Context: an optimization exercise on an open-source flow, tuned for a short achievable clock period and few clock cycles. The choices shown serve that exercise and are no tape-out recipe.
Function was checked by simulation only, so behaviour that the tests miss may differ from the original.
No activity file was given, so power comes from the tool's default toggle rates.

==> flow/design.v <==
module mips_cpu (
	input         clk,
	input         rst,
	output [31:0] imem_addr,
	input  [31:0] imem_data,
	output [31:0] dmem_addr,
	output [31:0] dmem_wdata,
	output        dmem_we,
	output        dmem_re,
	input  [31:0] dmem_rdata
);
	localparam BEQ = 0, BNE = 1, BNZ = 2, BZ = 3, BALW = 4;
	reg [31:0] pc;
	reg        vx;                        
	reg [31:0] xa, xb, xi;                
	reg        xa_m, xb_m;                
	reg        xb_imm;                    
	reg        sb_m, sb_r;                
	reg [31:0] x_pc4;
	reg        x_pred, x_br, x_jr;
	reg [4:0]  x_bk;
	reg        x_wen, x_st, x_ld;
	reg [4:0]  x_rd;
	reg        x_add, x_sub, x_slt, x_sltu, x_and, x_or, x_xor, x_sll, x_srl, x_b;
	reg [31:0] m_res, m_wd;
	reg        m_we, m_re, m_wen;
	reg [4:0]  m_rd;
	reg [31:0] rf [1:31];
	wire [31:0] ins = imem_data;
	wire [5:0] op = ins[31:26];
	wire [5:0] fn = ins[5:0];
	wire [4:0] rs = ins[25:21];
	wire [4:0] rt = ins[20:16];
	wire [4:0] rd = ins[15:11];
	wire [31:0] se = {{16{ins[15]}}, ins[15:0]};
	wire is_r    = (op == 6'h00);
	wire is_jr   = is_r && (fn == 6'h08);
	wire is_ialu = (op[5:3] == 3'b001);
	wire is_lui  = (op == 6'h0F);
	wire is_ld   = (op == 6'h20) || (op == 6'h23);
	wire is_st   = (op == 6'h28) || (op == 6'h2B);
	wire is_bri  = (op == 6'h01);
	wire is_br   = (op[5:2] == 4'b0001) || is_bri;
	wire is_j    = (op == 6'h02);
	wire is_jal  = (op == 6'h03);
	wire [2:0] iop = op[2:0];
	wire f_add  = (is_r && (fn == 6'h20 || fn == 6'h21 || fn == 6'h22 || fn == 6'h23)) ||
	              (is_ialu && iop[2:1] == 2'b00) || is_ld || is_st;
	wire f_sub  = (is_r && (fn == 6'h22 || fn == 6'h23 || fn == 6'h2A || fn == 6'h2B)) ||
	              (is_ialu && iop[2:1] == 2'b01);
	wire f_slt  = (is_r && fn == 6'h2A) || (is_ialu && iop == 3'b010);
	wire f_sltu = (is_r && fn == 6'h2B) || (is_ialu && iop == 3'b011);
	wire f_and  = (is_r && fn == 6'h24) || (is_ialu && iop == 3'b100);
	wire f_or   = (is_r && fn == 6'h25) || (is_ialu && iop == 3'b101);
	wire f_xor  = (is_r && fn == 6'h26) || (is_ialu && iop == 3'b110);
	wire f_sll  = is_r && (fn == 6'h00 || fn == 6'h04);
	wire f_srl  = is_r && (fn == 6'h02 || fn == 6'h03 || fn == 6'h06);
	wire f_b    = (is_r && fn == 6'h38) || is_lui || is_jal;
	wire use_imm = is_ialu || is_ld || is_st || is_jal;
	wire [4:0] dst = is_jal ? 5'd31 : (is_r ? rd : rt);
	wire f_wen = ((is_r && !is_jr) || is_ialu || is_ld || is_jal) && (dst != 5'd0);
	wire [31:0] pc4 = pc + 32'd4;
	wire [23:0] hi_p = pc4[31:8] + 24'd1;
	wire [23:0] hi_m = pc4[31:8] - 24'd1;
	wire [31:0] jt  = {pc4[31:28], ins[25:0], 2'b00};
	wire [4:0] bkf;
	wire f_pred;
	wire [31:0] pc_next;
	wire [31:0] m_val = m_re ? dmem_rdata : m_res;
	wire [31:0] rd_rs = (rs == 5'd0) ? 32'd0 : ((m_wen && m_rd == rs) ? m_val : rf[rs]);
	wire [31:0] rd_rt = (rt == 5'd0) ? 32'd0 : ((m_wen && m_rd == rt) ? m_val : rf[rt]);
	wire x_fw = vx && x_wen;
	wire fa_m = x_fw && (x_rd == rs);
	wire fb_m = x_fw && (x_rd == rt);
	wire [31:0] a  = xa_m ? m_res : xa;
	wire [31:0] bv = xb_m ? m_res : xb;
	wire [31:0] b  = ({32{xb_imm}} & xi) | ({32{sb_m}} & m_res) | ({32{sb_r}} & xb);
	wire [31:0] b_x = x_sub ? ~b : b;
	wire [32:0] sum = {1'b0, a} + {1'b0, b_x} + {32'd0, x_sub};
	wire lt_s = (a[31] != b[31]) ? a[31] : sum[31];
	wire lt_u = !sum[32];
	wire sh_big = |b[31:5];
	wire [31:0] shl = a << b[4:0];
	wire [31:0] shr = a >> b[4:0];
	wire [31:0] result =
		({32{x_add}} & sum[31:0]) |
		({32{x_and}} & (a & b)) |
		({32{x_or}}  & (a | b)) |
		({32{x_xor}} & (a ^ b)) |
		({32{x_sll && !sh_big}} & shl) |
		({32{x_srl && !sh_big}} & shr) |
		({32{x_b}}   & b) |
		{31'd0, (x_slt && lt_s) || (x_sltu && lt_u)};
	wire eq_rr = (xa == xb);
	wire eq_mr = (m_res == xb);
	wire eq_rm = (xa == m_res);
	wire eq = xa_m ? (xb_m || eq_mr) : (xb_m ? eq_rm : eq_rr);
	wire nz = xa_m ? (|m_res) : (|xa);
	wire cond = (x_bk[BEQ] && eq) || (x_bk[BNE] && !eq) || (x_bk[BNZ] && nz) ||
	            (x_bk[BZ] && !nz) || x_bk[BALW];
	wire redirect = vx && (x_jr || (x_br && (cond != x_pred)));
	wire [31:0] x_bt = x_pc4 + {xi[29:0], 2'b00};
	wire [31:0] redirect_pc = x_jr ? a : (x_pred ? x_pc4 : x_bt);
	wire [4:0] ld_rd = (vx && x_ld && x_wen) ? x_rd : 5'd0;
	wire hazard;
	mips_next_pc next_pc (.ins(ins), .pc(pc), .pc4(pc4), .hi_p(hi_p), .hi_m(hi_m),
		.ld_rd(ld_rd), .redirect(redirect), .redirect_pc(redirect_pc),
		.bkf(bkf), .f_pred(f_pred), .hazard(hazard), .pc_next(pc_next));
	wire [31:0] st_data = xb_m ? m_val : xb;
	always @(posedge clk) begin
		if (rst) begin
			pc <= 32'd0;
			vx <= 1'b0;
			m_we <= 1'b0;
			m_re <= 1'b0;
			m_wen <= 1'b0;
		end else begin
			pc <= pc_next;
			vx <= !redirect && !hazard;
			m_we <= vx && x_st;
			m_re <= vx && x_ld;
			m_wen <= vx && x_wen;
		end
	end
	always @(posedge clk) begin
		xa <= rd_rs;
		xb <= rd_rt;
		xi <= is_jal ? jt : se;
		xa_m <= fa_m;
		xb_m <= fb_m;
		xb_imm <= use_imm;
		sb_m <= !use_imm && fb_m;
		sb_r <= !use_imm && !fb_m;
		x_pc4 <= pc4;
		x_pred <= f_pred;
		x_br <= is_br;
		x_jr <= is_jr;
		x_bk <= bkf;
		x_wen <= f_wen;
		x_rd <= dst;
		x_st <= is_st;
		x_ld <= is_ld;
		x_add <= f_add;
		x_sub <= f_sub;
		x_slt <= f_slt;
		x_sltu <= f_sltu;
		x_and <= f_and;
		x_or <= f_or;
		x_xor <= f_xor;
		x_sll <= f_sll;
		x_srl <= f_srl;
		x_b <= f_b;
		m_res <= result;
		m_wd <= st_data;
		m_rd <= x_rd;
	end
	always @(posedge clk) begin
		if (m_wen) rf[m_rd] <= m_val;
	end
	assign imem_addr  = pc;
	assign dmem_addr  = m_res;
	assign dmem_wdata = m_wd;
	assign dmem_we    = m_we;
	assign dmem_re    = m_re;
endmodule
module mips_next_pc (
	input  [31:0] ins,
	input  [31:0] pc,
	input  [31:0] pc4,
	input  [23:0] hi_p,
	input  [23:0] hi_m,
	input  [4:0]  ld_rd,
	input         redirect,
	input  [31:0] redirect_pc,
	output [4:0]  bkf,
	output        f_pred,
	output        hazard,
	output [31:0] pc_next
);
	localparam BEQ = 0, BNE = 1, BNZ = 2, BZ = 3, BALW = 4;
	wire [5:0] op = ins[31:26];
	wire [5:0] fn = ins[5:0];
	wire [4:0] rs = ins[25:21];
	wire [4:0] rt = ins[20:16];
	wire is_br  = (op[5:2] == 4'b0001) || (op == 6'h01);
	wire f_selj = (op == 6'h02) || (op == 6'h03);
	reg [4:0] bk;
	always @(*) begin
		bk = 5'd0;
		case (op)
			6'h04: bk[BEQ] = 1'b1;
			6'h05: bk[BNE] = 1'b1;
			6'h07: bk[BNZ] = 1'b1;
			6'h06: bk[BZ]  = 1'b1;
			6'h01:
				if (rt == 5'd0) bk[BALW] = 1'b1;
				else if (rt != 5'd1) case (fn)
					6'h30: bk[BEQ] = 1'b1;
					6'h31: bk[BNE] = 1'b1;
					6'h32: bk[BNZ] = 1'b1;
					6'h33: bk[BZ]  = 1'b1;
					6'h34: bk[BALW] = 1'b1;
					default: ;
				endcase
			default: ;
		endcase
	end
	wire same = (rs == rt);
	wire rs0  = (rs == 5'd0);
	assign bkf[BEQ]  = bk[BEQ] && !same;
	assign bkf[BNE]  = bk[BNE] && !same;
	assign bkf[BNZ]  = bk[BNZ] && !rs0;
	assign bkf[BZ]   = bk[BZ]  && !rs0;
	assign bkf[BALW] = bk[BALW] || (bk[BEQ] && same) || (bk[BZ] && rs0);
	wire pred_br = is_br && (bkf[BALW] || ((|bkf[BZ:BEQ]) && (ins[15] || bkf[BNE] || bkf[BNZ])));
	wire pos_small = (ins[15:6] == 10'h000);
	wire neg_small = (ins[15:6] == 10'h3FF);
	wire [6:0] lo = {1'b0, pc4[7:2]} + {1'b0, ins[5:0]};
	wire [23:0] bt_hi = pos_small ? (lo[6] ? hi_p : pc4[31:8]) : (lo[6] ? pc4[31:8] : hi_m);
	wire [31:0] bt = {bt_hi, lo[5:0], pc4[1:0]};
	wire [31:0] jt = {pc4[31:28], ins[25:0], 2'b00};
	assign f_pred = pred_br && (pos_small || neg_small);
	wire f_selb = f_pred && !f_selj;
	wire f_sel4 = !f_selj && !f_pred;
	wire is_r   = (op == 6'h00);
	wire is_lui = (op == 6'h0F);
	wire use_rs = is_r || (op[5:3] == 3'b001 && !is_lui) || (op == 6'h20) || (op == 6'h23) ||
	              (op == 6'h28) || (op == 6'h2B) || is_br;
	wire use_rt = is_r || (op == 6'h04) || (op == 6'h05) || (op == 6'h01 && rt[4:1] != 4'd0);
	assign hazard = (ld_rd != 5'd0) && ((use_rs && rs == ld_rd) || (use_rt && rt == ld_rd));
	wire hold = hazard && !redirect;
	wire go = !hazard && !redirect;
	assign pc_next = ({32{redirect}} & redirect_pc) | ({32{hold}} & pc) |
		({32{go && f_selj}} & jt) | ({32{go && f_selb}} & bt) | ({32{go && f_sel4}} & pc4);
endmodule
==> flow/flow/run.sh <==
#!/bin/bash
# The standard layout (standard synthesis, floorplan, placement, CTS, routing),
# with timing repair aimed at a shorter period than the constraint's: the
# constraint is unchanged, only the repair's setup margin is larger.
set -euo pipefail
bash standard.sh SETUP_SLACK_MARGIN=8.3 TNS_END_PERCENT=5 ABC_CLOCK_PERIOD_IN_PS=1000 finish > standard.log 2>&1
==> flow/standard.sh <==
#!/bin/bash
# synth_recipe.tcl (not shown) runs the flow's synth.tcl, then flattens the netlist and writes it again
# the make line also repeats each setting of config.mk as NAME=value (left out here)
make -C /OpenROAD-flow-scripts/flow DESIGN_CONFIG=/design/flow/config.mk WORK_HOME=/design/flow/orfs CLKGATE_MAP_FILE= SYNTH_SCRIPT=/design/flow/synth_recipe.tcl "${@:-finish}"
==> flow/config.mk <==
export PLATFORM = sky130hd
export DESIGN_NAME = mips_cpu
export DESIGN_NICKNAME = mips_cpu
export VERILOG_FILES = /design/flow/design.v
export SDC_FILE = /design/flow/constraint.sdc
export NUM_CORES = 4
export LEC_CHECK = 0
export CAP_MARGIN = 20
export CORE_MARGIN = 2
export CORE_UTILIZATION = 40
export SLEW_MARGIN = 20
export SYNTH_HIERARCHICAL = 1
export SYNTH_MINIMUM_KEEP_SIZE = 0
==> flow/constraint.sdc <==
create_clock -name core_clock -period 12.0 [get_ports {clk}]
set_input_delay 2.4000 -clock core_clock [delete_from_list [all_inputs] [get_ports {clk}]]
set_output_delay 2.4000 -clock core_clock [all_outputs]
set_load 0.01 [all_outputs]
==> results of run 1 <==
-- repair_timing --
item | 4_1_cts | 5_1_grt
endpoints found under the setup margin | 396 | 506
hold buffers | 0 | 0
pin swaps | 54 | 50
gates resized for setup | 396 | 60
setup buffers | 104 | 38
gates cloned | 38 | 3
-- per-layer routing --
layer / share of wire, % / up-vias / GRT usage [%]
li1: - / 21326 / -
met1: 36 / 26819 / 40.1
met2: 44 / 3891 / 47.1
met3: 12 / 929 / 8.37
met4: 8.2 / 16 / 21.6
met5: 0.031 / - / 0
-- cell families (layout without fill, tap and decap cells) --
family	count (synthesis)	count (layout)	share of synthesized area (%)
AOI/OAI and AO/OA	1154	1154	11.4
xor gates and xnor gates	253	253	3.24
adders and majority gates	142	142	2.63
buffers and inverters	550	920	3.19
DFF	1256	1256	51.4
muxes	877	877	21.0
other	0	5	0
and+or+nand+nor	1009	1013	7.14
-- power groups by stage --
stage	Clock, mW	Sequential [mW]	Combinational [mW]
6_report	4.31	4.97	2.21
4_1_cts	4.35	4.96	2.09
3_5_place_dp	0	5.08	1.86
5_1_grt	4.51	4.96	2.31
2_1_floorplan	0	4.98	1.19
3_3_place_gp	0	5.08	1.85
-- modules after synthesis, one instance, submodules excluded --
module | area (um^2) | times used | cells
mips_cpu | 66000 | 1 | 4904
mips_next_pc | 2250 | 1 | 337
-- final cells by class --
class / count / area [um^2]
Antenna cell: 5 / 12.5
Clock buffer: 187 / 3880
Clock inverter: 70 / 661
Fill cell: 14647 / 88300
Inverter: 163 / 636
Multi-Input combinational cell: 3439 / 32200
Sequential cell: 1256 / 35300
Tap cell: 2218 / 2780
Timing Repair Buffer: 500 / 5820
-- worst min path at each step --
stage               start        to  slack, ns  cells past startpoint
finish              pc[0]  x_pc4[0]       0.39                      0
global route        pc[1]  x_pc4[1]       0.40                      0
CTS                 pc[0]  x_pc4[0]       0.39                      0
detailed placement  pc[0]  x_pc4[0]       0.38                      0
global placement    pc[0]  x_pc4[0]       0.38                      0
floorplan           pc[0]  x_pc4[0]       0.36                      0
-- state kept, by name (all words and copies together) (netlist names), 5 cells and up --
signal	cells
m_wd	32
xb	32
m_rd	5
pc	32
x_pc4	32
xi	32
x_rd	5
x_bk	5
rf	992
xa	32
m_res	32
-- Yosys cell counts (35+ instances only) --
cell / number / area [um^2]
nor3_1: 53 / 265
nor2_1: 312 / 1170
a21o_1: 48 / 360
nor2b_1: 71 / 444
mux4_2: 438 / 9860
mux2_2: 78 / 878
a21oi_1: 287 / 1440
clkbuf_1: 251 / 942
xor2_1: 104 / 911
o22ai_1: 88 / 551
buf_2: 54 / 270
o221ai_1: 63 / 552
o21ai_0: 186 / 931
mux2i_1: 360 / 3600
nand3_1: 73 / 365
edfxtp_1: 992 / 29800
nor4_1: 35 / 219
dfxtp_1: 264 / 5290
xnor2_1: 149 / 1310
a211oi_1: 117 / 878
a22oi_1: 35 / 263
ha_1: 139 / 1740
nand4_1: 50 / 313
buf_1: 73 / 274
inv_1: 159 / 597
nand2_1: 274 / 1030
a221oi_1: 85 / 744
-- worst max-delay path: cells and delay by family --
kind	cells	cell delay (ns)
AO/OA/AOI/OAI	1	0.58
AND/OR/NAND/NOR	2	0.59
buffers and inverters	4	1.40
==> impl_results.md, run 1 <==
* Worst Skew at 0.0485 ns
* CP Class: input pin to flip-flop
* CP Data Required Time at 12.65 ns
* Synth unique cells at just under 100
* Remaining DRCs at 0
* Share of total power in the clock network at 37.5%
* Tmin final at 4.46 ns
* Via count at 52981
* Power per Cell Area at 142 nW/um^2
* Worst-Margin Slew at 1.24 ns
* Die Ht at 417 um
* Setup-violating endpoint count in the final report at 0
* Io pins at 164
* Detailed placement HPWL at 164 mm
* Number of max-cap violations at 0
* H-tree levels at 4
* Number of routed nets with antenna violations at 0
* Max Slew Vio Count at 0
* First-pass detailed-route iteration total at 9
* Worst setup path end: xa[27]
* Main synth FF type: edfxtp_1
* CTS root buffer: clkbuf_16
* Die W at 417 um
* Post-synthesis sequential element count at 1256
* Worst path most repeated cell: buf_4
* Post-DP Area at 72800 um^2
* Reg clk slew, reported paths at around 0.060 ns
* Worst R2R Setup Slack at 7.68 ns
* Inst Count DP at 7392
* Area of the mapped netlist at around 70000 um^2
* CTS Buf Count at 140
* Arrival time worst endpoint at 5.11 ns
* Total congestion overflow at 0
* Most frequent cells in the layout: edfxtp_1 (992), mux4_2 (438), mux2i_1 (354)
* Max IR drop VDD at 0.123 mV
* Min setup slack post-route at 7.54 ns
* Post-Syn Nets at 5449
* Final Cycle Share at 37.2%
* Core ar. at 169000 um^2
* Pre-CTS setup slack at 5.59 ns
* Hold Slack at 0.391 ns
* Total die area at 174000 um^2
* Mean post-synth cell area at 13.0 um^2
* Crit-path cells: buf_4 > buf_8 > or2_2 > buf_4 > nor3_2 > buf_4 > a211oi_1
* Status: finished clean
* Hold Path Class: flip-flop to flip-flop
* R2R depth at 19
* Total global routing track utilization at 31.5%
* Final nets at about 5700
* Number of enable flip-flop cells after synthesis at 992
* Lkg Pwr at 28.9 nW
* Routed length per instance at roughly 36 um
* CTS tree: built
* Pin count of the biggest net entering global routing at 104
* Register area share after synthesis at 51.4%
* Pint at 8.13 mW
* DRT iter0 DRCs at slightly above 8000
* Starting Density at 40.3%
* Area growth from synthesis to layout at 18.9%
* Setup crit end kind: flip-flop
* Reg power frac at 43.3%
* Slew headroom at 17.5%
* Worst-Skew Late Latency at 0.82 ns
* Initial antenna violation count at 16
* Post-route design area at 81200 um^2
* Reg2reg end: m_res[20]
* DRT Wirelength at 280 mm
* Total chip power at 11.5 mW
* Vias in the first global route at around 51000
* CTS max path bufs at 3
* CP max stage cell: a211oi_1
* Clock sink count at 1256
* CP Max Fanout at 34
* Slowest stage delay, CP at 0.58 ns
* CP Launch Point: imem_data[24]
* Routability cong. at 0.979
* Layout cells sized above 1 at 23.9%
* Crit Reg-Reg Startpoint: xb_imm
* Fin cells at 7838
* NetSw at 3.37 mW
* Number of I/O port buffers at 163
* RSZ-0062 raised after global routing: true
* Most common cell after layout, fill and taps aside: edfxtp_1
* Switching share of total power at 29.3%
* First-pass GRT wire length at 388 mm
* Vias per inst at 6.76
* Synth Warn # at 8
* Post-synth ARST share at 0%
* Combinational fraction of design power at 19.3%
* Final hold vios at 0
* Finished Core Util at a little under half
* Row count at 151
* Final setup TNS at 0 ns
* Synth Instances at 5241
* FMAX at 224 MHz
* CP Launch Type: input pin
Testbench counts, summed over its fixed seeds: cycles 44,254.
==> run 2, diff against run 1 <==
--- a/flow/design.v
+++ b/flow/design.v
@@ -59,11 +59,39 @@
 	wire use_imm = is_ialu || is_ld || is_st || is_jal;
 	wire [4:0] dst = is_jal ? 5'd31 : (is_r ? rd : rt);
 	wire f_wen = ((is_r && !is_jr) || is_ialu || is_ld || is_jal) && (dst != 5'd0);
+	reg [4:0] bk;
+	wire [4:0] bkf;
+	always @(*) begin
+		bk = 5'd0;
+		case (op)
+			6'h04: bk[BEQ] = 1'b1;
+			6'h05: bk[BNE] = 1'b1;
+			6'h07: bk[BNZ] = 1'b1;
+			6'h06: bk[BZ]  = 1'b1;
+			6'h01:
+				if (rt == 5'd0) bk[BALW] = 1'b1;
+				else if (rt != 5'd1) case (fn)
+					6'h30: bk[BEQ] = 1'b1;
+					6'h31: bk[BNE] = 1'b1;
+					6'h32: bk[BNZ] = 1'b1;
+					6'h33: bk[BZ]  = 1'b1;
+					6'h34: bk[BALW] = 1'b1;
+					default: ;
+				endcase
+			default: ;
+		endcase
+	end
+	wire same = (rs == rt);
+	wire rs0  = (rs == 5'd0);
+	assign bkf[BEQ]  = bk[BEQ] && !same;
+	assign bkf[BNE]  = bk[BNE] && !same;
+	assign bkf[BNZ]  = bk[BNZ] && !rs0;
+	assign bkf[BZ]   = bk[BZ]  && !rs0;
+	assign bkf[BALW] = bk[BALW] || (bk[BEQ] && same) || (bk[BZ] && rs0);
 	wire [31:0] pc4 = pc + 32'd4;
 	wire [23:0] hi_p = pc4[31:8] + 24'd1;
 	wire [23:0] hi_m = pc4[31:8] - 24'd1;
 	wire [31:0] jt  = {pc4[31:28], ins[25:0], 2'b00};
-	wire [4:0] bkf;
 	wire f_pred;
 	wire [31:0] pc_next;
 	wire [31:0] m_val = m_re ? dmem_rdata : m_res;
@@ -101,11 +129,15 @@
 	wire redirect = vx && (x_jr || (x_br && (cond != x_pred)));
 	wire [31:0] x_bt = x_pc4 + {xi[29:0], 2'b00};
 	wire [31:0] redirect_pc = x_jr ? a : (x_pred ? x_pc4 : x_bt);
+	wire [31:0] axb = a ^ b;
+	wire [31:0] aob = a | b;
+	wire x_zero = (axb == {aob[30:0], 1'b0});
+	wire [4:0] xz_rd = (vx && x_wen && x_add && !x_sub && !x_ld) ? x_rd : 5'd0;
 	wire [4:0] ld_rd = (vx && x_ld && x_wen) ? x_rd : 5'd0;
 	wire hazard;
 	mips_next_pc next_pc (.ins(ins), .pc(pc), .pc4(pc4), .hi_p(hi_p), .hi_m(hi_m),
-		.ld_rd(ld_rd), .redirect(redirect), .redirect_pc(redirect_pc),
-		.bkf(bkf), .f_pred(f_pred), .hazard(hazard), .pc_next(pc_next));
+		.ld_rd(ld_rd), .xz_rd(xz_rd), .x_zero(x_zero), .redirect(redirect), .redirect_pc(redirect_pc),
+		.f_pred(f_pred), .hazard(hazard), .pc_next(pc_next));
 	wire [31:0] st_data = xb_m ? m_val : xb;
 	always @(posedge clk) begin
 		if (rst) begin
@@ -170,9 +202,10 @@
 	input  [23:0] hi_p,
 	input  [23:0] hi_m,
 	input  [4:0]  ld_rd,
+	input  [4:0]  xz_rd,
+	input         x_zero,
 	input         redirect,
 	input  [31:0] redirect_pc,
-	output [4:0]  bkf,
 	output        f_pred,
 	output        hazard,
 	output [31:0] pc_next
@@ -184,49 +217,23 @@
 	wire [4:0] rt = ins[20:16];
 	wire is_br  = (op[5:2] == 4'b0001) || (op == 6'h01);
 	wire f_selj = (op == 6'h02) || (op == 6'h03);
-	reg [4:0] bk;
-	always @(*) begin
-		bk = 5'd0;
-		case (op)
-			6'h04: bk[BEQ] = 1'b1;
-			6'h05: bk[BNE] = 1'b1;
-			6'h07: bk[BNZ] = 1'b1;
-			6'h06: bk[BZ]  = 1'b1;
-			6'h01:
-				if (rt == 5'd0) bk[BALW] = 1'b1;
-				else if (rt != 5'd1) case (fn)
-					6'h30: bk[BEQ] = 1'b1;
-					6'h31: bk[BNE] = 1'b1;
-					6'h32: bk[BNZ] = 1'b1;
-					6'h33: bk[BZ]  = 1'b1;
-					6'h34: bk[BALW] = 1'b1;
-					default: ;
-				endcase
-			default: ;
-		endcase
-	end
 	wire same = (rs == rt);
 	wire rs0  = (rs == 5'd0);
-	assign bkf[BEQ]  = bk[BEQ] && !same;
-	assign bkf[BNE]  = bk[BNE] && !same;
-	assign bkf[BNZ]  = bk[BNZ] && !rs0;
-	assign bkf[BZ]   = bk[BZ]  && !rs0;
-	assign bkf[BALW] = bk[BALW] || (bk[BEQ] && same) || (bk[BZ] && rs0);
-	wire pred_br = is_br && (bkf[BALW] || ((|bkf[BZ:BEQ]) && (ins[15] || bkf[BNE] || bkf[BNZ])));
+	wire pred_br = is_br && (ins[15] || (op == 6'h04 && same) || (op == 6'h05 && !same) ||
+	                         (op == 6'h07 && !rs0) || (op == 6'h06 && rs0) || (op == 6'h01 && !rt[0]));
 	wire pos_small = (ins[15:6] == 10'h000);
 	wire neg_small = (ins[15:6] == 10'h3FF);
 	wire [6:0] lo = {1'b0, pc4[7:2]} + {1'b0, ins[5:0]};
 	wire [23:0] bt_hi = pos_small ? (lo[6] ? hi_p : pc4[31:8]) : (lo[6] ? pc4[31:8] : hi_m);
 	wire [31:0] bt = {bt_hi, lo[5:0], pc4[1:0]};
 	wire [31:0] jt = {pc4[31:28], ins[25:0], 2'b00};
-	assign f_pred = pred_br && (pos_small || neg_small);
+	wire zk = (op == 6'h07 || op == 6'h06) && (xz_rd != 5'd0) && (rs == xz_rd);
+	wire z_taken = op[0] ? !x_zero : x_zero;
+	assign f_pred = (zk ? z_taken : pred_br) && (pos_small || neg_small);
 	wire f_selb = f_pred && !f_selj;
 	wire f_sel4 = !f_selj && !f_pred;
-	wire is_r   = (op == 6'h00);
-	wire is_lui = (op == 6'h0F);
-	wire use_rs = is_r || (op[5:3] == 3'b001 && !is_lui) || (op == 6'h20) || (op == 6'h23) ||
-	              (op == 6'h28) || (op == 6'h2B) || is_br;
-	wire use_rt = is_r || (op == 6'h04) || (op == 6'h05) || (op == 6'h01 && rt[4:1] != 4'd0);
+	wire use_rs = !(op == 6'h02 || op == 6'h03 || op == 6'h0F);
+	wire use_rt = (op == 6'h00) || (op == 6'h04) || (op == 6'h05) || (op == 6'h01);
 	assign hazard = (ld_rd != 5'd0) && ((use_rs && rs == ld_rd) || (use_rt && rt == ld_rd));
 	wire hold = hazard && !redirect;
 	wire go = !hazard && !redirect;
==> flow/flow/run.sh (replaced) <==
#!/bin/bash
# The standard layout (standard synthesis, floorplan, placement, CTS, routing),
# with timing repair aimed at a shorter period than the constraint's: the
# constraint is unchanged, only the repair's setup margin is larger. The resizer
# may change a cell's footprint, and ports are buffered with buf_8.
set -euo pipefail
bash standard.sh SETUP_SLACK_MARGIN=8.3 TNS_END_PERCENT=30 ABC_CLOCK_PERIOD_IN_PS=1000 \
  MATCH_CELL_FOOTPRINT=0 "BUFFER_PORTS_ARGS=-buffer_cell sky130_fd_sc_hd__buf_8" finish > standard.log 2>&1
==> run 2 against run 1 <==
  * Clock-buffer cell count decreased by 4
  * Worst setup slack better by 0.37 ns
  * Critical path type is now flip-flop to flip-flop
  * Worst hold slack improved by 0.035 ns
  * Synthesized cell count decreased by 3.7%
  * Clock power about the same
  * Clock skew fell by 0.020 ns
  * Maximum frequency increased by 8.9%
  * Still clean on timing, DRC and antenna
==> impl_results.md, run 2 <==
* Routability cong. at 1.03 (was 0.979)
* Min-Delay Startpoint: x_rd[3] (was pc[0])
* Top-count cell post-synth: edfxtp_1 (unchanged)
* Row count at 151 (unchanged)
* NetSw at 3.51 mW (was 3.37 mW)
* CP Max Fanout at 3 (was 34)
* Max Slew Vio Count at 0 (unchanged)
* Most common cell after layout, fill and taps aside: edfxtp_1 (unchanged)
* Switching share of total power at 29.7% (was 29.3%)
* Max IR drop VDD at 0.159 mV (was 0.123 mV)
* Area of the mapped netlist at 68400 um^2 (was 68300 um^2)
* Detailed placement HPWL at 159 mm (was 164 mm)
* Worst R2R Setup Slack at 7.90 ns (was 7.68 ns)
* CP Data Required Time at 12.62 ns (was 12.65 ns)
* Pint at 8.32 mW (was 8.13 mW)
* Register area share after synthesis at 51.3% (was 51.4%)
* Hold Buf Count CTS at 0 (unchanged)
* Main synth FF type: edfxtp_1 (unchanged)
* Inst Count DP at 7188 (was 7392)
* Share of total power in the clock network at 36.5% (was 37.5%)
* Arrival time worst endpoint at 4.72 ns (was 5.11 ns)
* Tmin final at 4.10 ns (was 4.46 ns)
* Worst-Skew Late Latency at 0.81 ns (was 0.82 ns)
* Setup-violating endpoint count in the final report at 0 (unchanged)
* Number of routed nets with antenna violations at 0 (unchanged)
* FMAX at 244 MHz (was 224 MHz)
* CTS max path bufs at 3 (unchanged)
* RSZ-0062 raised after global routing: true (unchanged)
* Status: finished clean (unchanged)
* Total die area at 174000 um^2 (about the same)
* Hold depth at 0 (unchanged)
* Most frequent cells after synthesis: edfxtp_1 (992), mux4_2 (544), nor2_1 (345) (was edfxtp_1 (992), mux4_2 (438), mux2i_1 (360))
* Post-synthesis sequential element count at 1256 (unchanged)
* Top reg by flops: rf (unchanged)
* Most frequent cells in the layout: edfxtp_1 (992), mux4_2 (544), nor2_1 (303) (was edfxtp_1 (992), mux4_2 (438), mux2i_1 (354))
* Worst Hold Path EP: m_rd[3] (was x_pc4[0])
* Top post-synthesis cells by area: edfxtp_1 (44%), mux4_2 (18%), dfxtp_1 (7.7%), mux2i_1 (3.7%), a211oi_1 (2.6%) (was edfxtp_1 (44%), mux4_2 (14%), dfxtp_1 (7.7%), mux2i_1 (5.3%), ha_1 (2.5%))
* Number of enable flip-flop cells after synthesis at 992 (unchanged)
* Final Cycle Share at 34.1% (was 37.2%)
* Crit Reg-Reg Startpoint: sb_m (was xb_imm)
* Post-Syn Nets at 5254 (was 5449)
* First-pass GRT wire length at 381 mm (was 388 mm)
* Layout cells sized above 1 at 31.0% (was 23.9%)
* Die Ht at 417 um (about the same)
* Buf+Inv Stages, Crit Path at 3 (was 4)
* Vias in the first global route at 49130 (was 50513)
* Area growth from synthesis to layout at 22.1% (was 18.9%)
* Combinational fraction of design power at 21.1% (was 19.3%)
* Post-synth ARST share at 0% (unchanged)
* Core ar. at 170000 um^2 (was 169000 um^2)
* CP Class: flip-flop to flip-flop (was input pin to flip-flop)
* Slowest stage delay, CP at 0.42 ns (was 0.58 ns)
* CTS tree: built (unchanged)
* Final setup TNS at 0 ns (unchanged)
* Post-route design area at 83500 um^2 (was 81200 um^2)
* Clock sink count at 1256 (unchanged)
* Post-synth top area share at 43.6% (about the same)
* Final nets at 5570 (was 5708)
* Via count at 51278 (was 52981)
* CP Launch Type: flip-flop (was input pin)
* Crit-path cells: buf_12 > a222oi_1 > bufbuf_16 > buf_16 > mux2_4 > fa_2 > a21o_1 > a21o_1 > a21o_1 > nand2_2 > o211ai_1 > a211o_1 > a21oi_4 > xnor2_1 > nand2_1 > o2111ai_2 (was buf_4 > buf_8 > or2_2 > buf_4 > nor3_2 > buf_4 > a211oi_1)
* Pin count of the biggest net entering global routing at 73 (was 104)
* Remaining DRCs at 0 (unchanged)
* Total global routing track utilization at 30.9% (was 31.5%)
* Power per Cell Area at 142 nW/um^2 (about the same)
* Reg power frac at 42.4% (was 43.3%)
* Reg clk slew, reported paths at 0.06 ns (about the same)
* DRT iter0 DRCs at 7043 (was 8187)
* Number of I/O port buffers at 163 (unchanged)
* Vias per inst at 6.67 (was 6.76)
* Starting Density at 40.3% (about the same)
* Dominant delay contributor by cell family on the critical path: compound AO/OA/AOI/OAI gates (was buffers and inverters)
* Worst path most repeated cell: a21o_1 (was buf_4)
* Initial antenna violation count at 5 (was 16)
* Reg2reg end: m_res[22] (was m_res[20])
* Io pins at 164 (unchanged)
* R2R depth at 16 (was 19)
* Routed length per instance at 35.8 um (about the same)
* Synth unique cells at 94 (was 99)
* Total congestion overflow at 0 (unchanged)
* Worst-Margin Slew at 1.20 ns (was 1.24 ns)
* Fin cells at 7693 (was 7838)
* CP max stage cell: a211o_1 (was a211oi_1)
* H-tree levels at 4 (unchanged)
* Post-DP Area at 73500 um^2 (was 72800 um^2)
* Number of max-cap violations at 0 (unchanged)
* Setup crit end kind: flip-flop (unchanged)
* Mean post-synth cell area at 13.5 um^2 (was 13.0 um^2)
* Synth Instances at 5046 (was 5241)
* Biggest area consumer among synthesized cells: edfxtp_1 (unchanged)
* Largest register FFs at 992 (unchanged)
* DRT Wirelength at 276 mm (was 280 mm)
* Final hold vios at 0 (unchanged)
* Slew headroom at 19.2% (was 17.5%)
* Worst Skew at 0.0285 ns (was 0.0485 ns)
* Hold Path Class: flip-flop to flip-flop (unchanged)
* Synth Warn # at 7 (was 8)
* CTS root buffer: clkbuf_16 (unchanged)
* CTS Buf Count at 136 (was 140)
* First-pass detailed-route iteration total at 9 (unchanged)
* Die W at 417 um (about the same)
* Lkg Pwr at 29.3 nW (was 28.9 nW)
-- run 2: cell count changes after synthesis, moves of 33 or more --
cell	delta
mux4_2	+106
a211oi_1	+121
nor2_1	+33
o22ai_1	-72
a221oi_1	-66
xnor2_1	+51
buf_2	-45
o221ai_1	-53
a222oi_1	+49
a21oi_1	-54
mux2i_1	-105
mux2_2	-63
-- run 2: modules after synthesis (local to each module, per instance) --
| module | cells inside | area [um^2] |
|---|---|---|
| mips_next_pc | 284 | 2250 |
| mips_cpu | 4762 | 66100 |
-- run 2: cells by family after synthesis --
| kind of cell | count (synthesis) | share of synthesized area [%] |
|---|---|---|
| mux | 814 | 21.9 |
| compound gates | 999 | 10.3 |
| xor+xnor | 292 | 3.74 |
| buf+inv | 549 | 3.23 |
| fa+ha+maj | 142 | 2.63 |
| simple gates | 994 | 6.87 |
| flops | 1256 | 51.3 |
-- run 2: how the worst max path moves through the flow --
stage / to / cells after the start / startpoint / slack [ns]
detailed placement: xa[10] / 7 / imem_data[21] / 5.81
global route: m_res[27] / 20 / sb_m / 7.81
CTS: dmem_addr[5] / 1 / m_res[5] / 7.97
global placement: xa[10] / 7 / imem_data[21] / 5.85
floorplan: pc[26] / 11 / imem_data[0] / 7.52
finish: m_res[22] / 16 / sb_m / 7.90
-- run 2: per-stage QoR --
stage               hold slack, ns  setup WS (ns)  power (mW)  util, %
floorplan                    0.360           7.52        6.30        -
detailed placement           0.412           5.81        7.12     43.3
finish                       0.426           7.90        11.8     49.2
global placement             0.415           5.85        7.11     43.3
CTS                          0.424           7.97        11.7     48.4
global route                 0.444           7.81        12.1     49.2
-- run 2: routing by layer --
metal	vias up	GRT usage, %	routed length, um
met1	26303	38.4	98800
met5	-	0	23
li1	20784	-	-
met3	906	6.50	27200
met4	4	20.7	22400
met2	3281	48.9	127000
-- run 2: layout make-up --
cell class	count	area, um^2
fill	14424	86200
sequential	1256	35200
multi-input combinational	3245	33300
timing repair buffer	539	6970
clock buffer	183	3790
tap	2218	2780
clock inverter	67	748
inverter	184	714
antenna	1	2.50
-- run 2: worst reg2reg max path, stage by stage, from the launching register on --
cell	delay (ns)
dfxtp_4	0.35
buf_12	0.13
a222oi_1	0.38
bufbuf_16	0.33
buf_16	0.11
mux2_4	0.33
fa_2	0.37
a21o_1	0.19
a21o_1	0.18
a21o_1	0.18
nand2_2	0.11
o211ai_1	0.25
a211o_1	0.42
a21oi_4	0.19
xnor2_1	0.11
nand2_1	0.12
o2111ai_2	0.18
-- run 2: timing repair --
action                     4_1_cts  5_1_grt
gates cloned                    51        7
setup endpoints to repair      211      211
pin swaps                       96       67
buffers inserted               143       53
gates resized for setup        416      125
-- run 2: power by group through the flow --
stage / clock network (mW) / logic (mW) / registers, mW
4_1_cts: 4.37 / 2.32 / 5.01
6_report: 4.32 / 2.49 / 5.02
5_1_grt: 4.53 / 2.60 / 5.01
3_3_place_gp: 0 / 2.01 / 5.10
2_1_floorplan: 0 / 1.32 / 4.98
3_5_place_dp: 0 / 2.02 / 5.10
Testbench counts of run 2, summed over its fixed seeds: cycles 43,327.
==> run 3, diff against run 2 <==
--- a/flow/design.v
+++ b/flow/design.v
@@ -23,6 +23,8 @@
 	reg [4:0]  x_rd;
 	reg        x_add, x_sub, x_slt, x_sltu, x_and, x_or, x_xor, x_sll, x_srl, x_b;
 	reg [31:0] m_res, m_wd;
+	reg [31:0] m_addr;                    
+	reg        m_ld;                      
 	reg        m_we, m_re, m_wen;
 	reg [4:0]  m_rd;
 	reg [31:0] rf [1:31];
@@ -94,44 +96,23 @@
 	wire [31:0] jt  = {pc4[31:28], ins[25:0], 2'b00};
 	wire f_pred;
 	wire [31:0] pc_next;
-	wire [31:0] m_val = m_re ? dmem_rdata : m_res;
+	wire [31:0] m_val = m_ld ? dmem_rdata : m_res;
 	wire [31:0] rd_rs = (rs == 5'd0) ? 32'd0 : ((m_wen && m_rd == rs) ? m_val : rf[rs]);
 	wire [31:0] rd_rt = (rt == 5'd0) ? 32'd0 : ((m_wen && m_rd == rt) ? m_val : rf[rt]);
 	wire x_fw = vx && x_wen;
 	wire fa_m = x_fw && (x_rd == rs);
 	wire fb_m = x_fw && (x_rd == rt);
-	wire [31:0] a  = xa_m ? m_res : xa;
-	wire [31:0] bv = xb_m ? m_res : xb;
-	wire [31:0] b  = ({32{xb_imm}} & xi) | ({32{sb_m}} & m_res) | ({32{sb_r}} & xb);
-	wire [31:0] b_x = x_sub ? ~b : b;
-	wire [32:0] sum = {1'b0, a} + {1'b0, b_x} + {32'd0, x_sub};
-	wire lt_s = (a[31] != b[31]) ? a[31] : sum[31];
-	wire lt_u = !sum[32];
-	wire sh_big = |b[31:5];
-	wire [31:0] shl = a << b[4:0];
-	wire [31:0] shr = a >> b[4:0];
-	wire [31:0] result =
-		({32{x_add}} & sum[31:0]) |
-		({32{x_and}} & (a & b)) |
-		({32{x_or}}  & (a | b)) |
-		({32{x_xor}} & (a ^ b)) |
-		({32{x_sll && !sh_big}} & shl) |
-		({32{x_srl && !sh_big}} & shr) |
-		({32{x_b}}   & b) |
-		{31'd0, (x_slt && lt_s) || (x_sltu && lt_u)};
-	wire eq_rr = (xa == xb);
-	wire eq_mr = (m_res == xb);
-	wire eq_rm = (xa == m_res);
-	wire eq = xa_m ? (xb_m || eq_mr) : (xb_m ? eq_rm : eq_rr);
-	wire nz = xa_m ? (|m_res) : (|xa);
-	wire cond = (x_bk[BEQ] && eq) || (x_bk[BNE] && !eq) || (x_bk[BNZ] && nz) ||
-	            (x_bk[BZ] && !nz) || x_bk[BALW];
-	wire redirect = vx && (x_jr || (x_br && (cond != x_pred)));
-	wire [31:0] x_bt = x_pc4 + {xi[29:0], 2'b00};
-	wire [31:0] redirect_pc = x_jr ? a : (x_pred ? x_pc4 : x_bt);
-	wire [31:0] axb = a ^ b;
-	wire [31:0] aob = a | b;
-	wire x_zero = (axb == {aob[30:0], 1'b0});
+	wire [31:0] a, result, addr;
+	wire x_zero;
+	mips_alu alu (.xa(xa), .xb(xb), .xi(xi), .m_res(m_res), .xa_m(xa_m), .xb_imm(xb_imm),
+		.sb_m(sb_m), .sb_r(sb_r), .x_add(x_add), .x_sub(x_sub), .x_slt(x_slt), .x_sltu(x_sltu),
+		.x_and(x_and), .x_or(x_or), .x_xor(x_xor), .x_sll(x_sll), .x_srl(x_srl), .x_b(x_b),
+		.x_mem(x_st || x_ld), .a(a), .result(result), .addr(addr), .x_zero(x_zero));
+	wire redirect;
+	wire [31:0] redirect_pc;
+	mips_branch branch (.vx(vx), .xa(xa), .xb(xb), .m_res(m_res), .a(a), .xa_m(xa_m), .xb_m(xb_m),
+		.x_bk(x_bk), .x_pred(x_pred), .x_br(x_br), .x_jr(x_jr), .x_pc4(x_pc4), .xi(xi),
+		.redirect(redirect), .redirect_pc(redirect_pc));
 	wire [4:0] xz_rd = (vx && x_wen && x_add && !x_sub && !x_ld) ? x_rd : 5'd0;
 	wire [4:0] ld_rd = (vx && x_ld && x_wen) ? x_rd : 5'd0;
 	wire hazard;
@@ -183,6 +164,8 @@
 		x_srl <= f_srl;
 		x_b <= f_b;
 		m_res <= result;
+		m_addr <= addr;
+		m_ld <= x_ld;
 		m_wd <= st_data;
 		m_rd <= x_rd;
 	end
@@ -190,7 +173,7 @@
 		if (m_wen) rf[m_rd] <= m_val;
 	end
 	assign imem_addr  = pc;
-	assign dmem_addr  = m_res;
+	assign dmem_addr  = m_addr;
 	assign dmem_wdata = m_wd;
 	assign dmem_we    = m_we;
 	assign dmem_re    = m_re;
@@ -240,3 +223,57 @@
 	assign pc_next = ({32{redirect}} & redirect_pc) | ({32{hold}} & pc) |
 		({32{go && f_selj}} & jt) | ({32{go && f_selb}} & bt) | ({32{go && f_sel4}} & pc4);
 endmodule
+module mips_alu (
+	input  [31:0] xa, xb, xi, m_res,
+	input         xa_m, xb_imm, sb_m, sb_r,
+	input         x_add, x_sub, x_slt, x_sltu, x_and, x_or, x_xor, x_sll, x_srl, x_b, x_mem,
+	output [31:0] a,
+	output [31:0] result,
+	output [31:0] addr,
+	output        x_zero
+);
+	assign a = xa_m ? m_res : xa;
+	wire [31:0] b = ({32{xb_imm}} & xi) | ({32{sb_m}} & m_res) | ({32{sb_r}} & xb);
+	wire [31:0] b_x = x_sub ? ~b : b;
+	wire [32:0] sum = {1'b0, a} + {1'b0, b_x} + {32'd0, x_sub};
+	wire lt_s = (a[31] != b[31]) ? a[31] : sum[31];
+	wire lt_u = !sum[32];
+	wire sh_big = |b[31:5];
+	wire [31:0] shl = a << b[4:0];
+	wire [31:0] shr = a >> b[4:0];
+	assign result =
+		({32{x_add}} & sum[31:0]) |
+		({32{x_and}} & (a & b)) |
+		({32{x_or}}  & (a | b)) |
+		({32{x_xor}} & (a ^ b)) |
+		({32{x_sll && !sh_big}} & shl) |
+		({32{x_srl && !sh_big}} & shr) |
+		({32{x_b}}   & b) |
+		{31'd0, (x_slt && lt_s) || (x_sltu && lt_u)};
+	assign addr = {32{x_mem}} & sum[31:0];
+	wire [31:0] axb = a ^ b;
+	wire [31:0] aob = a | b;
+	assign x_zero = (axb == {aob[30:0], 1'b0});
+endmodule
+module mips_branch (
+	input         vx,
+	input  [31:0] xa, xb, m_res, a,
+	input         xa_m, xb_m,
+	input  [4:0]  x_bk,
+	input         x_pred, x_br, x_jr,
+	input  [31:0] x_pc4, xi,
+	output        redirect,
+	output [31:0] redirect_pc
+);
+	localparam BEQ = 0, BNE = 1, BNZ = 2, BZ = 3, BALW = 4;
+	wire eq_rr = (xa == xb);
+	wire eq_mr = (m_res == xb);
+	wire eq_rm = (xa == m_res);
+	wire eq = xa_m ? (xb_m || eq_mr) : (xb_m ? eq_rm : eq_rr);
+	wire nz = xa_m ? (|m_res) : (|xa);
+	wire cond = (x_bk[BEQ] && eq) || (x_bk[BNE] && !eq) || (x_bk[BNZ] && nz) ||
+	            (x_bk[BZ] && !nz) || x_bk[BALW];
+	assign redirect = vx && (x_jr || (x_br && (cond != x_pred)));
+	wire [31:0] x_bt = x_pc4 + {xi[29:0], 2'b00};
+	assign redirect_pc = x_jr ? a : (x_pred ? x_pc4 : x_bt);
+endmodule
==> run 3 against run 2 <==
  * Still clean on timing, DRC and antenna
  * Register-to-register slack gained 0.11 ns
  * Power grew 2.6%
  * Combinational power grew 6%
  * Clock skew grew 0.0057 ns
  * Sequential power grew 2%
  * Routed wire length grew 2.9%
  * Critical path depth shrank 3
  * Flip-flop and latch count grew 33
  * Critical path type is now input pin to flip-flop
  * Largest cell class unchanged
==> impl_results.md, run 3 <==
* Power per Cell Area at 141 nW/um^2 (was 142 nW/um^2)
* CTS max path bufs at 3 (unchanged)
* Layout cells sized above 1 at 30.3% (was 31.0%)
* Lkg Pwr at 30.2 nW (was 29.3 nW)
* FMAX at 247 MHz (was 244 MHz)
* Row count at 154 (was 151)
* Hold Slack at 0.402 ns (was 0.426 ns)
* DRT Wirelength at 284 mm (was 276 mm)
* Synth Warn # at 7 (unchanged)
* Hold Buf Count CTS at 0 (unchanged)
* Routability cong. at 1.06 (was 1.03)
* Total global routing track utilization at 30.7% (was 30.9%)
* Detailed placement HPWL at 164 mm (was 159 mm)
* Top post-synthesis cells by area: edfxtp_1 (42%), mux4_2 (17%), dfxtp_1 (8.4%), mux2i_1 (4.0%), xnor2_1 (2.5%) (was edfxtp_1 (44%), mux4_2 (18%), dfxtp_1 (7.7%), mux2i_1 (3.7%), a211oi_1 (2.6%))
* Hold Path Class: flip-flop to flip-flop (unchanged)
* Metal3 WL at 29.5 mm (was 27.2 mm)
* Max layer used: met5 (unchanged)
* Biggest area consumer among synthesized cells: edfxtp_1 (unchanged)
* CTS Buf Count at 138 (was 136)
* Top reg by flops: rf (unchanged)
* Number of enable flip-flop cells after synthesis at 992 (unchanged)
* Register area share after synthesis at 50.7% (was 51.3%)
* Total die area at 180000 um^2 (was 174000 um^2)
* Most common cell after layout, fill and taps aside: edfxtp_1 (unchanged)
* Synth unique cells at 112 (was 94)
* Main synth FF type: edfxtp_1 (unchanged)
* Top-count cell post-synth: edfxtp_1 (unchanged)
* Arrival time worst endpoint at 4.79 ns (was 4.72 ns)
* Die W at 424 um (was 417 um)
* H-tree levels at 4 (unchanged)
* Routed length per instance at 35.3 um (was 35.8 um)
* Slew headroom at 29.0% (was 19.2%)
* CP Data Required Time at 12.75 ns (was 12.62 ns)
* Starting Density at 40.1% (was 40.3%)
* CTS root buffer: clkbuf_16 (unchanged)
* Clock sink count at 1289 (was 1256)
* Number of max-cap violations at 0 (unchanged)
* Final Cycle Share at 33.7% (was 34.1%)
* Number of routed nets with antenna violations at 0 (unchanged)
* CP Class: input pin to flip-flop (was flip-flop to flip-flop)
* Core ar. at 176000 um^2 (was 170000 um^2)
* Vias in the first global route at 50712 (was 49130)
* Wl on met1 at 101 mm (was 98.8 mm)
* Total chip power at 12.1 mW (was 11.8 mW)
* Pin count of the biggest net entering global routing at 71 (was 73)
* CTS tree: built (unchanged)
* Status: finished clean (unchanged)
* Most frequent cells in the layout: edfxtp_1 (992), mux4_2 (541), nor2_1 (314) (was edfxtp_1 (992), mux4_2 (544), nor2_1 (303))
* Initial antenna violation count at 8 (was 5)
* Setup crit end kind: flip-flop (unchanged)
* Remaining DRCs at 0 (unchanged)
* Wire length on met2 at 130 mm (was 127 mm)
* RSZ-0062 raised after global routing: true (unchanged)
* Synth Instances at 5253 (was 5046)
* Largest register FFs at 992 (unchanged)
* Final hold vios at 0 (unchanged)
* Post-synth ARST share at 0% (unchanged)
* Tmin final at 4.04 ns (was 4.10 ns)
* Worst-Margin Slew at 1.07 ns (was 1.20 ns)
* Area of the mapped netlist at 70500 um^2 (was 68400 um^2)
* Reg clk slew, reported paths at 0.06 ns (about the same)
* Final nets at 5783 (was 5570)
* First-pass GRT wire length at 390 mm (was 381 mm)
* Setup-violating endpoint count in the final report at 0 (unchanged)
* Worst Skew at 0.0342 ns (was 0.0285 ns)
* CP Launch Type: input pin (was flip-flop)
* Max IR drop VDD at 0.123 mV (was 0.159 mV)
* Worst-Skew Late Latency at 0.82 ns (was 0.81 ns)
* Max Slew Vio Count at 0 (unchanged)
* CP Max Fanout at 5 (was 3)
* Mean post-synth cell area at 13.4 um^2 (was 13.5 um^2)
* Post-synth top area share at 42.3% (was 43.6%)
* DRT iter0 DRCs at 7426 (was 7043)
* Vias per inst at 6.63 (was 6.67)
* Most frequent cells after synthesis: edfxtp_1 (992), mux4_2 (541), nor2_1 (358) (was edfxtp_1 (992), mux4_2 (544), nor2_1 (345))
* Area growth from synthesis to layout at 21.8% (was 22.1%)
* Number of I/O port buffers at 163 (unchanged)
* Io pins at 164 (unchanged)
* First-pass detailed-route iteration total at 14 (was 9)
* Post-Syn Nets at 5461 (was 5254)
* Final setup TNS at 0 ns (unchanged)
* Via count at 53277 (was 51278)
* Die Ht at 424 um (was 417 um)
* Total congestion overflow at 0 (unchanged)
* Post-synthesis sequential element count at 1289 (was 1256)
## run 3: stage by stage
step	utilization (%)	worst slack [ns]	instance area, um^2	std cells
finish	48.9	7.96	85800	8030
global route	48.9	7.88	85800	8029
CTS	47.9	8.04	84000	7917
detailed placement	43.1	5.20	75700	7506
global placement	43.1	5.24	75700	7506
floorplan	-	7.52	71300	5253
## run 3: repair_timing
action | CTS | global route
pin swaps | 59 | 65
gates resized for setup | 355 | 169
buffers inserted | 99 | 100
cloned | 58 | 12
endpoints found under the hold margin | 0 | 0
endpoints found under the setup margin | 246 | 185
## run 3: final cells by class
class	instances	area [um^2]
Clock buffer	189	3760
Clock inverter	65	810
Tap cell	2340	2930
Timing Repair Buffer	559	7410
Fill cell	14950	89700
Multi-Input combinational cell	3406	34300
Timing Repair inverter	2	22.5
Inverter	179	795
Antenna cell	1	2.50
Sequential cell	1289	35800
## run 3: critical path, stage by stage
cell,delay [ns]
buf_12,0.10
ha_4,0.15
fa_2,0.34
a211oi_2,0.27
o21bai_2,0.12
a211o_4,0.35
buf_12,0.15
a221oi_4,0.22
buf_6,0.19
clkbuf_16,0.17
o221ai_2,0.09
nand2_1,0.10
nor2b_4,0.13
## run 3: path summary, 6_finish.rpt
| kind | start | end | slack [ns] | cells after the start |
|---|---|---|---|---|
| setup / recovery | imem_data[0] | pc[25] | 7.96 | 13 |
| hold / removal | pc[1] | x_pc4[1] | 0.40 | 0 |
| setup reg to reg | sb_r | m_res[29] | 8.01 | 13 |
| hold reg to reg | pc[1] | x_pc4[1] | 0.40 | 0 |
## run 3: power breakdown
group          switching (mW)  internal [mW]  total (mW)
Sequential              0.187           4.95        5.14
Clock                    1.90           2.45        4.34
Combinational            1.57           1.08        2.65
## run 3: per-module statistics from Yosys (local to each module, per instance)
module,cells,flops+latches
mips_cpu,3209,1289
mips_alu,1313,0
mips_branch,447,0
mips_next_pc,284,0
## run 3: layer usage
metal / vias to the layer above / global-route usage (%)
met4: 8 / 19.3
met2: 3597 / 48.5
met5: - / 0
met1: 27222 / 38.3
li1: 21551 / -
met3: 899 / 6.72
## run 3: cells by family (layout without fill, tap and decap cells)
family / count (synthesis) / count (layout) / synth area share, %
fa+ha+maj: 142 / 142 / 2.55
mux: 844 / 844 / 21.6
xor+xnor: 293 / 293 / 3.66
flops: 1289 / 1289 / 50.7
buf+inv: 561 / 994 / 3.33
simple gates: 1099 / 1102 / 7.62
other cells: 0 / 1 / 0
compound gates: 1025 / 1025 / 10.5
Testbench counts of run 3, summed over its fixed seeds: cycles 43,327.
==> run 4, diff against run 3 <==
--- a/flow/design.v
+++ b/flow/design.v
@@ -14,8 +14,8 @@
 	reg        vx;                        
 	reg [31:0] xa, xb, xi;                
 	reg        xa_m, xb_m;                
-	reg        xb_imm;                    
-	reg        sb_m, sb_r;                
+	reg [31:0] xbi, xbix;                 
+	reg        sb_m;                      
 	reg [31:0] x_pc4;
 	reg        x_pred, x_br, x_jr;
 	reg [4:0]  x_bk;
@@ -99,13 +99,14 @@
 	wire [31:0] m_val = m_ld ? dmem_rdata : m_res;
 	wire [31:0] rd_rs = (rs == 5'd0) ? 32'd0 : ((m_wen && m_rd == rs) ? m_val : rf[rs]);
 	wire [31:0] rd_rt = (rt == 5'd0) ? 32'd0 : ((m_wen && m_rd == rt) ? m_val : rf[rt]);
+	wire [31:0] f_bi = use_imm ? (is_jal ? jt : se) : rd_rt;
 	wire x_fw = vx && x_wen;
 	wire fa_m = x_fw && (x_rd == rs);
 	wire fb_m = x_fw && (x_rd == rt);
 	wire [31:0] a, result, addr;
 	wire x_zero;
-	mips_alu alu (.xa(xa), .xb(xb), .xi(xi), .m_res(m_res), .xa_m(xa_m), .xb_imm(xb_imm),
-		.sb_m(sb_m), .sb_r(sb_r), .x_add(x_add), .x_sub(x_sub), .x_slt(x_slt), .x_sltu(x_sltu),
+	mips_alu alu (.xa(xa), .xb(xb), .xbi(xbi), .xbix(xbix), .m_res(m_res), .xa_m(xa_m),
+		.sb_m(sb_m), .x_add(x_add), .x_sub(x_sub), .x_slt(x_slt), .x_sltu(x_sltu),
 		.x_and(x_and), .x_or(x_or), .x_xor(x_xor), .x_sll(x_sll), .x_srl(x_srl), .x_b(x_b),
 		.x_mem(x_st || x_ld), .a(a), .result(result), .addr(addr), .x_zero(x_zero));
 	wire redirect;
@@ -113,7 +114,7 @@
 	mips_branch branch (.vx(vx), .xa(xa), .xb(xb), .m_res(m_res), .a(a), .xa_m(xa_m), .xb_m(xb_m),
 		.x_bk(x_bk), .x_pred(x_pred), .x_br(x_br), .x_jr(x_jr), .x_pc4(x_pc4), .xi(xi),
 		.redirect(redirect), .redirect_pc(redirect_pc));
-	wire [4:0] xz_rd = (vx && x_wen && x_add && !x_sub && !x_ld) ? x_rd : 5'd0;
+	wire [4:0] xz_rd = (vx && x_wen && x_add && !x_sub && !x_ld && !xa_m && !sb_m) ? x_rd : 5'd0;
 	wire [4:0] ld_rd = (vx && x_ld && x_wen) ? x_rd : 5'd0;
 	wire hazard;
 	mips_next_pc next_pc (.ins(ins), .pc(pc), .pc4(pc4), .hi_p(hi_p), .hi_m(hi_m),
@@ -141,9 +142,9 @@
 		xi <= is_jal ? jt : se;
 		xa_m <= fa_m;
 		xb_m <= fb_m;
-		xb_imm <= use_imm;
+		xbi <= f_bi;
+		xbix <= f_bi ^ {32{f_sub}};
 		sb_m <= !use_imm && fb_m;
-		sb_r <= !use_imm && !fb_m;
 		x_pc4 <= pc4;
 		x_pred <= f_pred;
 		x_br <= is_br;
@@ -224,8 +225,8 @@
 		({32{go && f_selj}} & jt) | ({32{go && f_selb}} & bt) | ({32{go && f_sel4}} & pc4);
 endmodule
 module mips_alu (
-	input  [31:0] xa, xb, xi, m_res,
-	input         xa_m, xb_imm, sb_m, sb_r,
+	input  [31:0] xa, xb, xbi, xbix, m_res,
+	input         xa_m, sb_m,
 	input         x_add, x_sub, x_slt, x_sltu, x_and, x_or, x_xor, x_sll, x_srl, x_b, x_mem,
 	output [31:0] a,
 	output [31:0] result,
@@ -233,26 +234,27 @@
 	output        x_zero
 );
 	assign a = xa_m ? m_res : xa;
-	wire [31:0] b = ({32{xb_imm}} & xi) | ({32{sb_m}} & m_res) | ({32{sb_r}} & xb);
-	wire [31:0] b_x = x_sub ? ~b : b;
-	wire [32:0] sum = {1'b0, a} + {1'b0, b_x} + {32'd0, x_sub};
+	wire [31:0] b  = sb_m ? m_res : xbi;
+	wire [31:0] bx = sb_m ? (m_res ^ {32{x_sub}}) : xbix;    
+	wire [32:0] sum = {1'b0, a} + {1'b0, bx} + {32'd0, x_sub};
 	wire lt_s = (a[31] != b[31]) ? a[31] : sum[31];
 	wire lt_u = !sum[32];
-	wire sh_big = |b[31:5];
-	wire [31:0] shl = a << b[4:0];
-	wire [31:0] shr = a >> b[4:0];
-	assign result =
-		({32{x_add}} & sum[31:0]) |
+	wire [4:0] sh = sb_m ? m_res[4:0] : xb[4:0];
+	wire sh_big = sb_m ? (|m_res[31:5]) : (|xb[31:5]);
+	wire [31:0] shl = a << sh;
+	wire [31:0] shr = a >> sh;
+	wire [31:0] others =
 		({32{x_and}} & (a & b)) |
 		({32{x_or}}  & (a | b)) |
 		({32{x_xor}} & (a ^ b)) |
 		({32{x_sll && !sh_big}} & shl) |
 		({32{x_srl && !sh_big}} & shr) |
-		({32{x_b}}   & b) |
-		{31'd0, (x_slt && lt_s) || (x_sltu && lt_u)};
+		({32{x_b}}   & b);
+	wire slt = (x_slt && lt_s) || (x_sltu && lt_u);
+	assign result = x_add ? sum[31:0] : {others[31:1], others[0] | slt};
 	assign addr = {32{x_mem}} & sum[31:0];
-	wire [31:0] axb = a ^ b;
-	wire [31:0] aob = a | b;
+	wire [31:0] axb = xa ^ xbi;
+	wire [31:0] aob = xa | xbi;
 	assign x_zero = (axb == {aob[30:0], 1'b0});
 endmodule
 module mips_branch (
==> run 4 against run 3 <==
  * Die area grew 5.7%
  * Clock-buffer cell count up 7
  * Maximum frequency decreased by 1.9%
  * Worst setup slack worse by 0.078 ns
  * Design area grew 4.9%
  * Non-clock buffer count is 14 lower
  * Largest cell class unchanged
  * Clock skew grew 0.030 ns
  * Largest power group unchanged
  * Routed wire length is 8.1% higher
==> impl_results.md, run 4 <==
* Register area at 37000 um^2 (was 35800 um^2)
* Met2 usage at 47.6% (was 48.5%)
* Worst-Skew Late Latency at 0.83 ns (was 0.82 ns)
* Dominant delay contributor by cell family on the critical path: multiplexers (was compound AO/OA/AOI/OAI gates)
* First-pass detailed-route iteration total at 6 (was 14)
* Number of I/O port buffers at 163 (unchanged)
* Area of the multi-input gates at 36400 um^2 (was 34300 um^2)
* Crit-path cells: buf_16 > buf_16 > clkbuf_16 > mux4_2 > mux4_2 > mux2i_4 > o21ai_2 > a22o_1 > xnor2_1 (was buf_12 > ha_4 > fa_2 > a211oi_2 > o21bai_2 > a211o_4 > buf_12 > a221oi_4 > buf_6 > clkbuf_16 > o221ai_2 > nand2_1 > nor2b_4)
* CP Data Required Time at 12.68 ns (was 12.75 ns)
* Number of routed nets with antenna violations at 0 (unchanged)
* Worst path depth at 9 (was 13)
* Total die area at 190000 um^2 (was 180000 um^2)
* Io pins at 164 (unchanged)
* Area growth from synthesis to layout at 20.8% (was 21.8%)
* Reg2reg end: pc[18] (was m_res[29])
* Finished Core Util at 48.6% (was 48.9%)
* Total chip power at 12.6 mW (was 12.1 mW)
* Min setup slack post-route at 7.88 ns (was 7.96 ns)
* Busiest grt layer: met2 (unchanged)
* Pint at 8.87 mW (was 8.48 mW)
* H-tree levels at 4 (unchanged)
* Die W at 436 um (was 424 um)
* Min-Delay Startpoint: pc[1] (unchanged)
* CTS root buffer: clkbuf_16 (unchanged)
* CP Max Fanout at 6 (was 5)
* Core ar. at 185000 um^2 (was 176000 um^2)
* CP max stage cell: mux4_2 (was a211o_4)
* CTS max path bufs at 3 (unchanged)
* Detailed placement HPWL at 178 mm (was 164 mm)
* Remaining DRCs at 0 (unchanged)
* Layout cells sized above 1 at 29.3% (was 30.3%)
* Most common cell after layout, fill and taps aside: edfxtp_1 (unchanged)
* Routability cong. at 0.999 (was 1.06)
* Lkg Pwr at 32.2 nW (was 30.2 nW)
* M3 GR Usage at 6.44% (was 6.72%)
* Max Slew Vio Count at 0 (unchanged)
* Synth Instances at 5723 (was 5253)
* Status: finished clean (unchanged)
* Arrival time worst endpoint at 4.80 ns (was 4.79 ns)
* Combinational fraction of design power at 20.1% (was 21.9%)
* Starting Density at 40.2% (was 40.1%)
* Mean post-synth cell area at 13.0 um^2 (was 13.4 um^2)
* Pre-CTS setup slack at 5.45 ns (was 5.20 ns)
* Vias per inst at 6.51 (was 6.63)
* Synth Warn # at 7 (unchanged)
* Buf+Inv Stages, Crit Path at 3 (was 4)
* Fin cells at 8632 (was 8030)
* Pin count of the biggest net entering global routing at 85 (was 71)
* Most frequent cells in the layout: edfxtp_1 (992), mux4_2 (493), nand2_1 (353) (was edfxtp_1 (992), mux4_2 (541), nor2_1 (314))
* Hold Buf Count CTS at 0 (unchanged)
* RSZ-0062 raised after global routing: true (unchanged)
* DRT Wirelength at 307 mm (was 284 mm)
* CTS Buf Count at 151 (was 138)
* Tmin final at 4.12 ns (was 4.04 ns)
* Post-DP Area at 79500 um^2 (was 75700 um^2)
* Hold Slack at 0.409 ns (was 0.402 ns)
* Final nets at 6253 (was 5783)
* FMAX at 243 MHz (was 247 MHz)
* Final setup TNS at 0 ns (unchanged)
* Post-Syn Nets at 5957 (was 5461)
* DRT iter0 DRCs at 7781 (was 7426)
* Max IR drop VDD at 0.160 mV (was 0.123 mV)
* Worst Hold Path EP: x_pc4[1] (unchanged)
* Setup-violating endpoint count in the final report at 0 (unchanged)
* Hold Path Class: flip-flop to flip-flop (unchanged)
* NetSw at 3.75 mW (was 3.65 mW)
* Switching share of total power at 29.7% (was 30.1%)
* Total congestion overflow at 0 (unchanged)
* Worst R2R Setup Slack at 8.02 ns (was 8.01 ns)
* First-pass GRT wire length at 414 mm (was 390 mm)
* Row count at 158 (was 154)
* Hold depth at 0 (unchanged)
* CP Class: input pin to flip-flop (unchanged)
* R2R depth at 11 (was 13)
* CP Launch Type: input pin (unchanged)
* Worst-Margin Slew at 1.08 ns (was 1.07 ns)
* Worst Skew at 0.0637 ns (was 0.0342 ns)
* Post-route design area at 90000 um^2 (was 85800 um^2)
* Top reg by flops: rf (unchanged)
* Reg clk slew, reported paths at 0.06 ns (about the same)
* Routed length per instance at 35.5 um (was 35.3 um)
* Vias in the first global route at 53460 (was 50712)
* Largest register FFs at 992 (unchanged)
* Slowest stage delay, CP at 0.54 ns (was 0.35 ns)
* Setup crit end kind: flip-flop (unchanged)
* Area of the mapped netlist at 74500 um^2 (was 70500 um^2)
* Final Cycle Share at 34.3% (was 33.7%)
* Inst Count DP at 8088 (was 7506)
* CTS tree: built (unchanged)
* Total global routing track utilization at 30.5% (was 30.7%)
* Slew headroom at 26.3% (was 29.0%)
* Die Ht at 436 um (was 424 um)
* Number of max-cap violations at 0 (unchanged)
* Crit Reg-Reg Startpoint: m_res[21] (was sb_r)
* Met1 Resource Use GR at 38.9% (was 38.3%)
* Initial antenna violation count at 13 (was 8)
* Clock sink count at 1349 (was 1289)
* Share of total power in the clock network at 37.6% (was 35.8%)
* Via count at 56230 (was 53277)
* Final hold vios at 0 (unchanged)
* Fillers at 15999 (was 14950)
* Reg power frac at 42.3% (about the same)
* Power per Cell Area at 140 nW/um^2 (was 141 nW/um^2)
[run 4: cell types whose count changed in the layout (fill, tap and decap cells not counted), moves of 51 or more]
cell | previous run | this run
a211oi_1 | 194 | 143
a222oi_1 | 77 | 21
dfxtp_1 | 255 | 329
inv_1 | 149 | 203
mux2_2 | 18 | 129
mux2i_1 | 260 | 313
nand2_1 | 271 | 353
nor2_1 | 314 | 255
[run 4: timing repair]
action | 4_1_cts | 5_1_grt
endpoints found under the setup margin | 265 | 240
pin swaps | 33 | 56
setup buffers | 78 | 94
hold endpoints to repair | 0 | 0
resized for setup | 275 | 176
cloned | 54 | 32
[run 4: how the worst max path moves through the flow]
stage	startpoint	slack (ns)	endpoint
finish	imem_data[16]	7.88	xbix[29]
global route	imem_data[16]	7.91	xbix[29]
CTS	imem_data[20]	7.99	pc[6]
detailed placement	imem_data[16]	5.45	xbix[29]
global placement	imem_data[16]	5.47	xbix[29]
floorplan	imem_data[0]	7.53	pc[15]
[run 4: power groups by stage]
| stage | Sequential, mW | Combinational, mW | Clock (mW) |
|---|---|---|---|
| finish | 5.33 | 2.54 | 4.75 |
| global placement | 5.42 | 2.19 | 0 |
| CTS | 5.32 | 2.36 | 4.77 |
| floorplan | 5.32 | 1.39 | 0 |
| global route | 5.33 | 2.65 | 4.97 |
| detailed placement | 5.41 | 2.20 | 0 |
[run 4: per-layer routing]
| layer | part of all wire [%] | wire, um | vias up |
|---|---|---|---|
| met2 | 45 | 138000 | 3843 |
| li1 | - | - | 22894 |
| met4 | 7.8 | 23800 | 14 |
| met1 | 36 | 112000 | 28552 |
| met5 | 0.050 | 152 | - |
| met3 | 11 | 33100 | 927 |
[run 4: area by class of cell]
type,count,area share (%)
antenna,9,0.0250
clock buffer,196,4.56
clock inverter,81,1.06
inverter,215,0.929
multi-input combinational,3756,40.5
sequential,1349,41.1
tap,2480,3.45
timing repair buffer,545,8.39
timing repair inverter,1,0.00556
Testbench counts of run 4, summed over its fixed seeds: cycles 43,327.

[re-timing with driven ports]
The results above use ideal ports. As a check the final layouts listed here were re-extracted and re-timed, cells and wires unchanged. Step 1 (the two cells are an assumption about what drives the block):
set clk [get_ports {clk}]
set_driving_cell -lib_cell sky130_fd_sc_hd__clkbuf_16 $clk
set_driving_cell -lib_cell sky130_fd_sc_hd__buf_2 [delete_from_list [all_inputs] $clk]
Step 2 times the ports against the registers' clock, not the clock port: input delays grow and output delays shrink by t, the midpoint of the rising clock arrivals with the driver on. Three values: ideal ports, drivers, drivers and shift; two values: the first two.
run	t (ns)	setup WS [ns]	latest minus earliest clock arrival (ns)
run 1	0.887	7.537 / 7.541 / 6.654	0.051 / 0.050
run 2	0.886	7.902 / 7.832 / 6.946	0.034 / 0.034
run 3	0.897	7.958 / 7.985 / 7.089	0.035 / 0.035
run 4	0.877	7.880 / 7.451 / 6.574	0.065 / 0.065
After both steps setup and hold are still met in every run listed. For run 4, which loses most, drivers alone change the setup slack by -0.429 ns; drivers and shift together by -1.306 ns.
